Source: an optimization exercise on an open RTL-to-GDS flow (aim: small area). Production flows keep margins and buffers that such runs may drop. The RTL was checked by simulation tests, not by an equivalence proof against the original design. Power figures rest on the tool's default switching activity, not on a simulated workload.

File: design/flow/design.v
`timescale 1ns / 1ps
module ClockDivider(
    input M_CLK,
    input RST,
    output ONE_CLK,
    output TWO_CLK,
    output FAST_CLK,
    output ADJ_CLK
    );
	LfsrDiv #(.N(17), .A(0), .B(2), .XN(1'b0),
		.T(17'd129250), .M(17'b11111110111111110)) one_div(
		.clk(M_CLK), .rst(RST), .pulse(ONE_CLK));
	LfsrDiv #(.N(16), .A(0), .B(13), .XN(1'b0),
		.T(16'd61664), .M(16'b1011110111111111)) two_div(
		.clk(M_CLK), .rst(RST), .pulse(TWO_CLK));
	LfsrDiv #(.N(8), .A(0), .B(3), .XN(1'b0),
		.T(8'd70), .M(8'b11110101)) fast_div(
		.clk(M_CLK), .rst(RST), .pulse(FAST_CLK));
	LfsrDiv #(.N(15), .A(0), .B(1), .XN(1'b0),
		.T(15'd23905), .M(15'b011111111001111)) adj_div(
		.clk(M_CLK), .rst(RST), .pulse(ADJ_CLK));
endmodule
module LfsrDiv #(
    parameter N = 8,
    parameter A = 0,
    parameter B = 1,
    parameter XN = 1'b0,
    parameter [N-1:0] T = 0,
    parameter [N-1:0] M = 0
    ) (
    input clk,
    input rst,
    output pulse
    );
	reg [N-1:0] r;
	reg p;
	wire tc = ((r ^ T) & M) == 0;
	wire clr = rst | tc;
	wire fb = r[A] ^ r[B] ^ XN;
	assign pulse = p;
	always @ (posedge clk)
	begin
		if (clr)
			r <= 0;
		else
			r <= {~fb, ~r[N-1:1]};
		p <= tc & ~rst;
	end
endmodule
`timescale 1ns / 1ps
module BtnDebouncer #(
    parameter HOLD = 1
    ) (
    input btnS,
	input clk,
	input en,
	input rst,
    output O
    );
	reg[2:0] 	step_d;
	reg			o;
	assign O = o;
	always @ (posedge clk)
		if (en)
			step_d[0] <= step_d[1];
	always @ (posedge clk)
		if (rst)
			step_d[2:1] <= 0;
		else if (en)
			step_d[2:1] <= {btnS, step_d[2]};
	generate
		if (HOLD)
		begin : held
			always @ (posedge clk)
				if (rst)
					o <= 0;
				else if (en)
					o <= ~step_d[0] & step_d[1];
		end
		else
		begin : pulse
			always @ (posedge clk)
				o <= en & ~step_d[0] & step_d[1] & ~rst;
		end
	endgenerate
endmodule
`timescale 1ns / 1ps
module SwitchDebouncer(
    input switch,
	input clk,
	input en,
	input rst,
    output O
    );
	reg[2:0] 	step_d;
	reg			o;
	assign O = o;
	always @ (posedge clk)
		if (en)
			step_d[0] <= step_d[1];
	always @ (posedge clk)
		if (rst)
		begin
			step_d[2:1] <= 0;
			o <= 0;
		end
		else if (en)
		begin
			step_d[2:1] <= {switch, step_d[2]};
			o <= step_d[0] & step_d[1];
		end
endmodule
`timescale 1ns / 1ps
module TimeToDisplay(
    input SEL,
    input ADJ,
    input ONE_CLK,
    input TWO_CLK,
    input ADJ_CLK,
	input M_CLK,
	input RST,
	input RESET,
    input PAUSE,
    output [3:0] MT,
    output [3:0] MO,
    output [3:0] ST,
    output [3:0] SO,
    output ADJ_MODE
    );
	reg[3:0] mt;
	reg[3:0] mo;
	reg[2:0] st;
	reg[3:0] so;
	reg adj_mode;
	reg is_paused;
	reg do_reset;
	assign MT = mt;
	assign MO = mo;
	assign ST = {1'b0, st};
	assign SO = so;
	assign ADJ_MODE = adj_mode;
	wire adj_tick = ADJ & TWO_CLK;
	wire run_tick = ~ADJ & ~is_paused & ONE_CLK;
	wire tick = adj_tick | run_tick;
	wire dr = do_reset | RESET;
	wire clr = RST | (tick & dr);
	wire inc_sec = ~dr & (run_tick | (adj_tick & SEL));
	wire so9 = so[3] & so[0];
	wire st5 = st[2] & st[0];
	wire mo9 = mo[3] & mo[0];
	wire mt9 = mt[3] & mt[0];
	wire inc_st = inc_sec & so9;
	wire inc_mo = (~dr & adj_tick & ~SEL) | (inc_st & st5);
	wire inc_mt = inc_mo & mo9;
	wire[3:0] so_t = {inc_sec & so[0] & (so[3] | (so[2] & so[1])),
	                  inc_sec & so[0] & so[1],
	                  inc_sec & so[0] & ~so[3],
	                  inc_sec};
	wire[2:0] st_t = {inc_st & st[0] & (st[2] | st[1]),
	                  inc_st & st[0] & ~st[2],
	                  inc_st};
	wire[3:0] mo_t = {inc_mo & mo[0] & (mo[3] | (mo[2] & mo[1])),
	                  inc_mo & mo[0] & mo[1],
	                  inc_mo & mo[0] & ~mo[3],
	                  inc_mo};
	wire[3:0] mt_t = {inc_mt & mt[0] & (mt[3] | (mt[2] & mt[1])),
	                  inc_mt & mt[0] & mt[1],
	                  inc_mt & mt[0] & ~mt[3],
	                  inc_mt};
	always @ (posedge M_CLK)
	begin
		so <= {4{~clr}} & (so ^ so_t);
		st <= {3{~clr}} & (st ^ st_t);
		mo <= {4{~clr}} & (mo ^ mo_t);
		mt <= {4{~clr}} & (mt ^ mt_t);
		if (RST)
			do_reset <= 0;
		else
			do_reset <= dr & ~tick;
	end
	always @ (posedge M_CLK)
		if (RST == 1)
			adj_mode <= 0;
		else if (ADJ_CLK == 1)
			adj_mode <= ~(ADJ & adj_mode);
	always @ (posedge M_CLK)
		if (RST == 1)
			is_paused <= 0;
		else if (PAUSE)
			is_paused <= ~is_paused;
endmodule
`timescale 1ns / 1ps
module DispTime(
    input M_CLK,
    input FAST_CLK,
    input RST,
    input EN,
    input [3:0] MT,
    input [3:0] MO,
	input [3:0] ST,
	input [3:0] SO,
    output [3:0] A,
    output [6:0] C
    );
	reg[1:0] g;
	reg[3:0] code;
	wire init = ~(code[3] & code[1] & ~code[0]);
	assign A[0] = ~init | g[1] | ~g[0];
	assign A[1] = init & (g[1] | g[0]);
	assign A[2] = init & ~(g[1] & ~g[0]);
	assign A[3] = init & ~(g[1] & g[0]);
	wire[3:0] digit = g[1] ? (g[0] ? MO : ST) : (g[0] ? MT : SO);
	always @ (posedge M_CLK)
		if (RST)
		begin
			g <= 2'b00;
			code <= 4'd10;
		end
		else if (FAST_CLK)
		begin
			g <= {g[0], ~g[1]};
			code <= digit | {4{~EN}};
		end
	wire[3:0] q = code;
	assign C[0] = (q[2]&~q[1]&~q[0]) | (q[3]&q[2]) | (~q[3]&~q[2]&~q[1]&q[0]);
	assign C[1] = ~((~q[1]&~q[0]) | (~q[2]) | (~q[3]&q[1]&q[0]));
	assign C[2] = (q[3]&q[2]) | (~q[3]&~q[2]&q[1]&~q[0]);
	assign C[3] = (q[2]&~q[1]&~q[0]) | (q[2]&q[1]&q[0]) | (~q[3]&~q[2]&~q[1]&q[0]);
	assign C[4] = q[0] | (q[2]&~q[1]);
	assign C[5] = (q[1]&q[0]) | (~q[3]&~q[2]&q[0]) | (~q[3]&~q[2]&q[1]);
	assign C[6] = (q[2]&q[1]&q[0]) | (~q[3]&~q[2]&~q[1]);
endmodule
`timescale 1ns / 1ps
module Stopwatch(
    input sw6,  
    input sw7,  
    input btnR,  
    input btnS,  
    input clk,
    input rst,
    output [6:0] seg,
	output [3:0] an
    );
	wire one_clk;
	wire two_clk;
	wire fast_clk;
	wire adj_clk;
	wire sel;
	wire adj;
	wire reset;
	wire pause;
	SwitchDebouncer sel_db(
		.clk(clk),
		.en(fast_clk),
		.rst(rst),
		.switch(sw6),
		.O(sel)
	);
	SwitchDebouncer adj_db(
		.clk(clk),
		.en(fast_clk),
		.rst(rst),
		.switch(sw7),
		.O(adj)
	);
	BtnDebouncer reset_db(
		.clk(clk),
		.en(fast_clk),
		.rst(rst),
		.btnS(btnR),
		.O(reset)
	);
	BtnDebouncer #(.HOLD(0)) pause_db(
		.clk(clk),
		.en(fast_clk),
		.rst(rst),
		.btnS(btnS),
		.O(pause)
	);
	ClockDivider cd(
		.M_CLK(clk),
		.RST(rst),
		.ONE_CLK(one_clk),
		.TWO_CLK(two_clk),
		.FAST_CLK(fast_clk),
		.ADJ_CLK(adj_clk)
	);
	wire [3:0] mt;
	wire [3:0] mo;
	wire [3:0] st;
	wire [3:0] so;
	wire adj_mode;
	TimeToDisplay ttd(
		.SEL(sel),
		.ADJ(adj),
		.RESET(reset),
		.PAUSE(pause),
		.ONE_CLK(one_clk),
		.TWO_CLK(two_clk),
		.ADJ_CLK(adj_clk),
		.M_CLK(clk),
		.RST(rst),
		.MT(mt),
		.MO(mo),
		.ST(st),
		.SO(so),
		.ADJ_MODE(adj_mode)
	);
	DispTime dt(
		.M_CLK(clk),
		.FAST_CLK(fast_clk),
		.RST(rst),
		.EN(adj_mode),
		.MT(mt),
		.MO(mo),
		.ST(st),
		.SO(so),
		.A(an),
		.C(seg)
	);
endmodule
File: design/flow/flow/run.sh
#!/bin/bash
# The standard layout, with the smallest buffer on the ports and the
# resizer's power recovery (downsizing off the critical paths) after CTS.
export BUFFER_PORTS_ARGS="-buffer_cell sky130_fd_sc_hd__buf_1"
export RECOVER_POWER=100
bash standard.sh > standard.log 2>&1
File: design/flow/standard.sh
#!/bin/bash
# synth_recipe.tcl (not shown) runs the flow's synth.tcl, then flattens the netlist and writes it again
# the make line also repeats each setting of config.mk as NAME=value (left out here)
make -C /OpenROAD-flow-scripts/flow DESIGN_CONFIG=/design/flow/config.mk WORK_HOME=/design/flow/orfs CLKGATE_MAP_FILE= SYNTH_SCRIPT=/design/flow/synth_recipe.tcl "${@:-finish}"
File: design/flow/config.mk
export PLATFORM = sky130hd
export DESIGN_NAME = Stopwatch
export DESIGN_NICKNAME = Stopwatch
export VERILOG_FILES = /design/flow/design.v
export SDC_FILE = /design/flow/constraint.sdc
export NUM_CORES = 4
export LEC_CHECK = 0
export ABC_AREA = 1
export CAP_MARGIN = 20
export CORE_MARGIN = 2
export CORE_UTILIZATION = 65
export PLACE_DENSITY = 0.8
export SLEW_MARGIN = 20
File: design/flow/constraint.sdc
create_clock -name core_clock -period 10.0 [get_ports {clk}]
set_input_delay 2.0000 -clock core_clock [delete_from_list [all_inputs] [get_ports {clk}]]
set_output_delay 2.0000 -clock core_clock [all_outputs]
set_load 0.01 [all_outputs]
==> results of run 1 <==
==> critical path: stages <==
cell	delay [ns]
clkbuf_1	0.35
clkinvlp_2	0.72
nand2_1	0.43
nand2_1	0.24
and3b_1	0.24
==> power groups by stage <==
stage	clock (uW)	combinational [uW]	sequential (uW)
finish	246	23.5	429
global route	268	28.2	431
CTS	252	25.6	429
detailed placement	0	25.5	438
global placement	0	24.3	438
floorplan	0	23.3	436
==> metal layers <==
layer	global-route usage, %	share of wire [%]
met5	0	0
met4	7.32	0.91
met3	7.18	4.1
met2	33.2	46
met1	26.2	49
==> layout make-up <==
class	instances	area [sq um]
Sequential cell	100	2040
Fill cell	426	1450
Multi-Input combinational cell	252	1200
Clock buffer	10	138
Inverter	29	110
Tap cell	70	87.6
Timing Repair Buffer	16	60.1
Clock inverter	6	53.8
==> per-stage QoR <==
stage          hold WS, ns  setup WS (ns)  utilization (%)  std cells
2_1_floorplan        0.368           7.21                -        389
3_5_place_dp         0.373           6.77             68.9        467
6_report             0.390           6.26             71.8        483
5_1_grt              0.407           5.97             71.8        483
3_3_place_gp         0.369           6.84             68.9        467
4_1_cts              0.390           6.69             72.7        483
==> flip-flops by register name, summed over array words and instances, names as in the netlist, 2 cells and up <==
signal and count:
adj_db.step_d 3, dt.code 4, sel_db.step_d 3, cd.adj_div.r 15, cd.two_div.r 16, ttd.mt 4
ttd.st 3, ttd.so 4, cd.fast_div.r 8, pause_db.step_d 3, dt.g 2, ttd.mo 4
cd.one_div.r 17, reset_db.step_d 3
==> cells in the mapped netlist (all sizes together) <==
library cell	number	area [sq um]
dfxtp	96	1920
and3b	3	26.3
nand3b	3	22.5
nor3	3	15.0
xor2	4	35.0
edfxtp	4	120
nor2	107	412
o211ai	1	7.51
ha	5	62.6
a21boi	4	30.0
and3	3	18.8
nand2	52	240
o211a	1	10.0
o22ai	1	6.26
a22oi	1	7.51
nor3b	1	7.51
a21oi	12	63.8
a31oi	2	12.5
a211oi	1	7.51
xnor2	1	8.76
nand4	6	37.5
and2	1	6.26
o21ai	28	140
nand3	12	60.1
buf	8	87.6
inv	29	116
==> logic make-up (layout without fill, tap and decap cells) <==
kind of cell | after synthesis | count (layout) | share of synthesized area, %
adders and majority gates | 5 | 5 | 1.80
and+or+nand+nor | 191 | 191 | 24.3
DFF | 100 | 100 | 58.6
AOI/OAI and AO/OA | 51 | 51 | 8.19
buffers and inverters | 37 | 61 | 5.85
xor gates and xnor gates | 5 | 5 | 1.26
==> cells in the final DEF (no fill, tap or decap), drive strengths merged <==
master,instances
nor2,107
a22oi,1
xnor2,1
ha,5
nand4,6
a211oi,1
a21oi,12
o211ai,1
xor2,4
edfxtp,4
inv,33
o21ai,28
a31oi,2
and3,3
clkbuf,11
nand3b,3
clkinv,1
nor3b,1
o22ai,1
dfxtp,96
clkinvlp,1
and3b,3
and2,1
nand3,12
a21boi,4
nor3,3
buf,15
o211a,1
nand2,52
==> final timing paths <==
path / end / slack, ns / cells after the start
setup / recovery: ttd.st[1] / 6.26 / 5
setup reg to reg: ttd.mt[2] / 8.31 / 9
hold / removal: cd.adj_div.r[13] / 0.39 / 1
hold reg to reg: cd.adj_div.r[13] / 0.39 / 1
==> metrics.log, run 1 <==
[metrics] remaining global-route overflow: 0
[metrics] die span in x: approximately 77 um
[metrics] synthesized netlist cell count: between 300 and 400
[metrics] switching part of the total power: about a quarter
[metrics] detailed-route wire length: ~5600 um
[metrics] number of antenna violations at the first check in global routing: 0
[metrics] maximum number of pins on one net before global-route repair: 23
[metrics] Hold Startpoint: cd.adj_div.r[14]
[metrics] total number of clock tree sinks: 100
[metrics] global placer's final weighted congestion: between 0.8 and 0.9
[metrics] sequential cell area fraction in the yosys report: between 50% and 60%
[metrics] run status: timing/DRC/antenna clean
[metrics] Final Cell Area: ~3700 sq um
[metrics] Starting Density: slightly below 70%
[metrics] Die Area: 5960 sq um
[metrics] number of remaining DRC errors: 0
[metrics] DR iter-0 viols: 137
[metrics] Core Footprint: a little over 5000 sq um
[metrics] fraction of layout instances using a drive strength above 1: ~5.8%
[metrics] max_cap viols: 0
[metrics] leakage power of the design: ~0.0016 uW
[metrics] arrival time at the worst endpoint: approximately 4.0 ns
[metrics] # IOs: 17
[metrics] Highest Clock Rate: 0.267 GHz
[metrics] number of warnings reported in the yosys synthesis log: 9
[metrics] vias in the first global route: around 2,300
[metrics] clock input transition at the sequential cells of the worst setup and hold paths: ~0.10 ns
[metrics] power after layout: roughly 700 uW
[metrics] proportion of power drawn by the clock network: between 30% and 40%
[metrics] number of levels the H-tree was split into: 3
[metrics] power share of the sequential group: between 60% and 70%
[metrics] Post-Synthesis Mean Instance Area: around 9 sq um
[metrics] Post-layout nets: 419
[metrics] count of final hold-check violations: 0
[metrics] number of buffers on the longest clock path: 2
[metrics] Via Count: ~2,500
[metrics] shortest period the worst path allows: roughly 3.7 ns
[metrics] Resized cells post-CTS: 0
[metrics] wire length of the first global-routing pass: just under 10,000 um
[metrics] Syn Nets: 400
[metrics] critical-path maximum fanout: 22
[metrics] Max rail drop VDD: 0.172 mV
[metrics] WS Path Type: in2reg
[metrics] launch point of the critical path: rst
[metrics] Cell Area, Placed: about 3500 sq um
[metrics] part of the power in combinational logic: ~3.4%
[metrics] total routing usage reported by global routing: approximately 21%
[metrics] Antenna diodes: 0
[metrics] insertion delay to the later sink of the worst-skew pair: between 0.3 and 0.4 ns
[metrics] reg2reg start: reset_db.o
[metrics] TritonCTS clock tree: built
[metrics] number of cell rows: 26
[metrics] Slew @ Worst Pin: around 0.68 ns
[metrics] routed wirelength normalized by instance count: ~12 um
[metrics] Detail Route Antenna Nets: 0
[metrics] Synth Register Bits: 100
[metrics] port bufs: 16
[metrics] P&R area growth vs syn: 5.89%
[metrics] root buffer cell: clkbuf_8
[metrics] number of detailed-route iterations in the first pass: 4
[metrics] class of the most critical hold timing path: reg2reg
[metrics] hold bufs inserted after CTS: 0
[metrics] sort of element at the start of the critical path: primary input
[metrics] Setup crit end kind: flip-flop
[metrics] number of buffers inserted during clock tree synthesis: 9
[metrics] total setup buffers inserted after CTS: 0
[metrics] Relative slew margins: between 50% and 60%
[metrics] unrepaired setup endpoints after global routing: false
[metrics] cell-internal power: between 500 and 600 uW
[metrics] power density normalized to cell area: between 150 and 200 nW/um^2
[metrics] die outline height: between 70 and 80 um
[metrics] final setup violation count: 0
[metrics] data required time at the worst endpoint: slightly above 10 ns
[metrics] detailed-route vias per instance: approximately 5
[metrics] Final HPWL DP: a little under 4000 um
[metrics] crit share post-route: a little under two fifths
[metrics] area of the mapped netlist: 3480 sq um
[metrics] library cells used by synthesis: 35
[metrics] switching component of the power: 168 uW
[metrics] Clock Skews: 0.00901 ns
[metrics] Total Neg Setup Slack: 0 ns
[metrics] Max Transition Viols Final: 0
==> run 2: changes to the inputs <==
==> design/flow/flow/run.sh (replaced) <==
#!/bin/bash
# The standard layout, with the smallest buffer on the ports, a one-buffer
# clock tree, and the resizer's power recovery (downsizing off the critical
# paths) after global routing.
export BUFFER_PORTS_ARGS="-buffer_cell sky130_fd_sc_hd__buf_1"
export RECOVER_POWER=100
export CTS_ARGS="-buf_list sky130_fd_sc_hd__clkbuf_16 -root_buf sky130_fd_sc_hd__clkbuf_16 -sink_clustering_enable -sink_clustering_size 100 -sink_clustering_max_diameter 1000 -repair_clock_nets"
bash standard.sh > standard.log 2>&1
==> run 2 against run 1 <==
Core utilization grew 1.8 points. Setup slack worse by 0.077 ns. Global-route usage rose by 1.1 points. Die area unchanged. Critical path type unchanged. Final cell count unchanged. Clock skew decreased by 0.0045 ns. Via count grew 1.1%. Flip-flop and latch count is the same. First-iteration DRC count shrank 5.1%. Wire length increased by 6.9%.
==> metrics.log, run 2 <==
[metrics] largest register by flop count: cd.one_div.r
[metrics] Post-layout nets: 419 (unchanged)
[metrics] Clock Skews: 0.00450 ns (-0.00451 ns)
[metrics] Slew @ Worst Pin: 0.690 ns (+0.00733 ns)
[metrics] wire length of the first global-routing pass: 10,400 um (+4.7%)
[metrics] critical-path maximum fanout: 22 (unchanged)
[metrics] Core Footprint: 5140 sq um (unchanged)
[metrics] clock input transition at the sequential cells of the worst setup and hold paths: 0.07 ns (-0.03 ns)
[metrics] fraction of layout instances using a drive strength above 1: 5.57% (-0.24 points)
[metrics] Via Count: 2,481 (+1.1%)
[metrics] Final HPWL DP: 3840 um (unchanged)
[metrics] sort of element at the start of the critical path: primary input
[metrics] shortest period the worst path allows: 3.82 ns (+0.0770 ns)
[metrics] Hold Startpoint: cd.adj_div.r[14]
[metrics] cell accounting for the most synthesized area: dfxtp_1
[metrics] number of antenna violations at the first check in global routing: 0 (unchanged)
[metrics] Highest Clock Rate: 0.262 GHz (-2.0%)
[metrics] Total Neg Setup Slack: 0 ns (unchanged)
[metrics] Max Transition Viols Final: 0 (unchanged)
[metrics] reg2reg start: reset_db.o
[metrics] vias in the first global route: 2,382 (+2.5%)
[metrics] area of the mapped netlist: 3480 sq um (unchanged)
[metrics] R2R setup slack: 8.22 ns (-0.09 ns)
[metrics] P&R area growth vs syn: 8.51%
[metrics] Synth Register Bits: 100 (unchanged)
[metrics] run status: timing/DRC/antenna clean
[metrics] global routing usage on met3: 5.41% (-1.8 points)
[metrics] Die Area: 5960 sq um (unchanged)
[metrics] Detail Route Antenna Nets: 0 (unchanged)
[metrics] number of levels the H-tree was split into: 3 (unchanged)
[metrics] number of enable-type register cells in the synthesized netlist: 4 (unchanged)
[metrics] most frequent cells in the layout: nor2_1 (103), dfxtp_1 (96), nand2_1 (50), inv_1 (28), o21ai_0 (28)
[metrics] launch point of the critical path: rst
[metrics] most frequent standard cell in the layout excluding fill and tap cells: nor2_1
[metrics] maximum number of pins on one net before global-route repair: 23 (unchanged)
[metrics] synthesized netlist cell count: 389 (unchanged)
[metrics] TritonCTS clock tree: built
[metrics] total number of clock tree sinks: 100 (unchanged)
[metrics] area share of the largest cell type after synthesis: 55.2% (unchanged)
[metrics] DR iter-0 viols: 130 (-5.1%)
[metrics] Relative slew margins: 53.8% (-0.49 points)
[metrics] class of the most critical hold timing path: reg2reg
[metrics] detailed-route wire length: 5970 um (+6.9%)
[metrics] # IOs: 17 (unchanged)
[metrics] WS Path Type: in2reg
[metrics] leakage power of the design: 0.00166 uW (+2.5%)
[metrics] number of remaining DRC errors: 0 (unchanged)
[metrics] area occupied by multi-input gates: 1200 sq um (unchanged)
[metrics] die outline height: 77.2 um (unchanged)
[metrics] storage element area: 2040 sq um (unchanged)
[metrics] Antenna diodes: 0 (unchanged)
[metrics] data required time at the worst endpoint: 10.23 ns (-0.03 ns)
[metrics] main area contributors after synthesis: dfxtp_1 (55%), nor2_1 (11%), nand2_1 (4.7%)
[metrics] total routing usage reported by global routing: 21.9% (+1.1 points)
[metrics] max_cap viols: 0 (unchanged)
[metrics] die span in x: 77.2 um (unchanged)
[metrics] most repeated cell in the gate-level netlist after synthesis: nor2_1
[metrics] Post-Synthesis Mean Instance Area: 8.95 sq um (unchanged)
[metrics] port bufs: 16 (unchanged)
[metrics] share of async-settable or async-resettable flops after synthesis: 0% (unchanged)
[metrics] top flop regs: cd.one_div.r: 17 flops, cd.two_div.r: 16 flops, cd.adj_div.r: 15 flops
[metrics] Starting Density: 67.8% (unchanged)
[metrics] Resized cells post-CTS: 0 (unchanged)
[metrics] predominant post-synthesis flop cell: dfxtp_1
[metrics] Cell Area, Placed: 3540 sq um (unchanged)
[metrics] arrival time at the worst endpoint: 4.05 ns (+0.05 ns)
[metrics] insertion delay to the later sink of the worst-skew pair: 0.33 ns (-0.03 ns)
[metrics] met1 layer usage reported by global route: 27.3% (+1.2 points)
[metrics] unrepaired setup endpoints after global routing: false
[metrics] number of cell rows: 26 (unchanged)
[metrics] Max rail drop VDD: 0.133 mV (-22%)
[metrics] crit share post-route: 38.2% (+0.77 points)
[metrics] Syn Nets: 400 (unchanged)
[metrics] Setup crit end kind: flip-flop
[metrics] hold bufs inserted after CTS: 0 (unchanged)
[metrics] Most Used Layer, Global Route: met2
[metrics] final setup violation count: 0 (unchanged)
[metrics] Final Util: 73.5% (+1.8 points)
[metrics] remaining global-route overflow: 0 (unchanged)
[metrics] number of buffers inserted during clock tree synthesis: 9 (unchanged)
[metrics] power density normalized to cell area: 207 nW/um^2 (+9.3%)
[metrics] number of detailed-route iterations in the first pass: 4 (unchanged)
[metrics] count of final hold-check violations: 0 (unchanged)
[metrics] detailed-route vias per instance: 5.14 (+1.1%)
[metrics] number of warnings reported in the yosys synthesis log: 9 (unchanged)
[metrics] total setup buffers inserted after CTS: 0 (unchanged)
[metrics] fillers: 416 (-2.3%)
[metrics] power after layout: 782 uW (+12%)
[metrics] met2 routing resource usage after global routing: 36.3% (+3.0 points)
[metrics] routed wirelength normalized by instance count: 12.3 um (+6.9%)
[metrics] top cells by count, synth: nor2_1 (103), dfxtp_1 (96), nand2_1 (44), inv_1 (28), o21ai_0 (27)
[metrics] Largest register FFs: 17 (unchanged)
[metrics] number of buffers on the longest clock path: 2 (unchanged)
[metrics] library cells used by synthesis: 35 (unchanged)
[metrics] root buffer cell: clkbuf_16
[metrics] Final Cell Area: 3780 sq um (+2.5%)
[metrics] global placer's final weighted congestion: 0.840 (unchanged)
[metrics] sequential cell area fraction in the yosys report: 58.6% (unchanged)
run 2: worst paths after layout:
kind,endpoint,depth (start not counted)
min reg2reg,cd.adj_div.r[13],1
min,cd.adj_div.r[13],1
max reg2reg,ttd.mt[2],9
max,ttd.st[1],5
run 2: worst max-delay path: stages:
cell and delay [ns]:
clkbuf_1 0.35, clkinvlp_2 0.73, nand2_1 0.45, nand2_1 0.26, and3b_1 0.24
run 2: kinds of logic (layout without fill, tap and decap cells):
kind of cell               Yosys count  in the layout  share of synthesized area [%]
AOI/OAI and AO/OA                   51             51                           8.19
adders and majority gates            5              5                           1.80
buffers and inverters               37             61                           5.85
xor gates and xnor gates             5              5                           1.26
and+or+nand+nor                    191            191                           24.3
DFF                                100            100                           58.6
run 2: cell type report:
class	count	area share, %
Clock buffer	9	5.96
Clock inverter	7	1.52
Inverter	29	2.91
Sequential cell	100	54.0
Multi-Input combinational cell	252	31.7
Timing Repair Buffer	16	1.59
Tap cell	70	2.32
run 2: metrics by stage:
step                setup slack (ns)  hold WS (ns)  instances
floorplan                       7.21         0.368        389
global placement                6.84         0.369        467
detailed placement              6.77         0.373        467
CTS                             6.73         0.385        483
global route                    5.91         0.401        483
finish                          6.18         0.386        483
run 2: metal layers:
metal | vias up | wire length [um]
li1 | 1290 | -
met1 | 1136 | 2790
met2 | 49 | 2870
met3 | 6 | 241
met4 | 0 | 60
met5 | - | 0
run 2: where the power goes:
part	internal, uW	switching [uW]	leakage [uW]
logic	8.66	15.2	0.000684
clock network	174	155	0.000144
registers	419	9.90	0.000829
total	602	180	0.00166

[re-timing with driven ports]
Ports are ideal in the flow. The routed layouts listed here were re-timed in OpenROAD. Step 1 sets driving cells, clkbuf_16 on the clock port and buf_2 on the other inputs (assumed; they add their load-dependent delay and slew). Step 2 also shifts input and output timing later by t, the mid clock arrival at the registers, as if the neighbouring blocks saw the same clock. Three values: no drivers, after step 1, after step 2; two values: the first two.
| run | t (ns) | setup slack, ns | worst hold slack (ns) | worst setup path at the end | clock arrival spread, ns |
|---|---|---|---|---|---|
| run 1 | 0.388 | 6.260 / 6.263 / 5.875 | 0.390 / 0.390 / 0.390 | input to register | 0.010 / 0.010 |
| run 2 | 0.366 | 6.183 / 6.186 / 5.820 | 0.386 / 0.386 / 0.386 | input to register | 0.007 / 0.007 |
After both steps setup and hold are still met in every run listed. The setup slack of run 1, which loses most, moves by +0.003 ns with the drivers and by -0.385 ns with both steps.
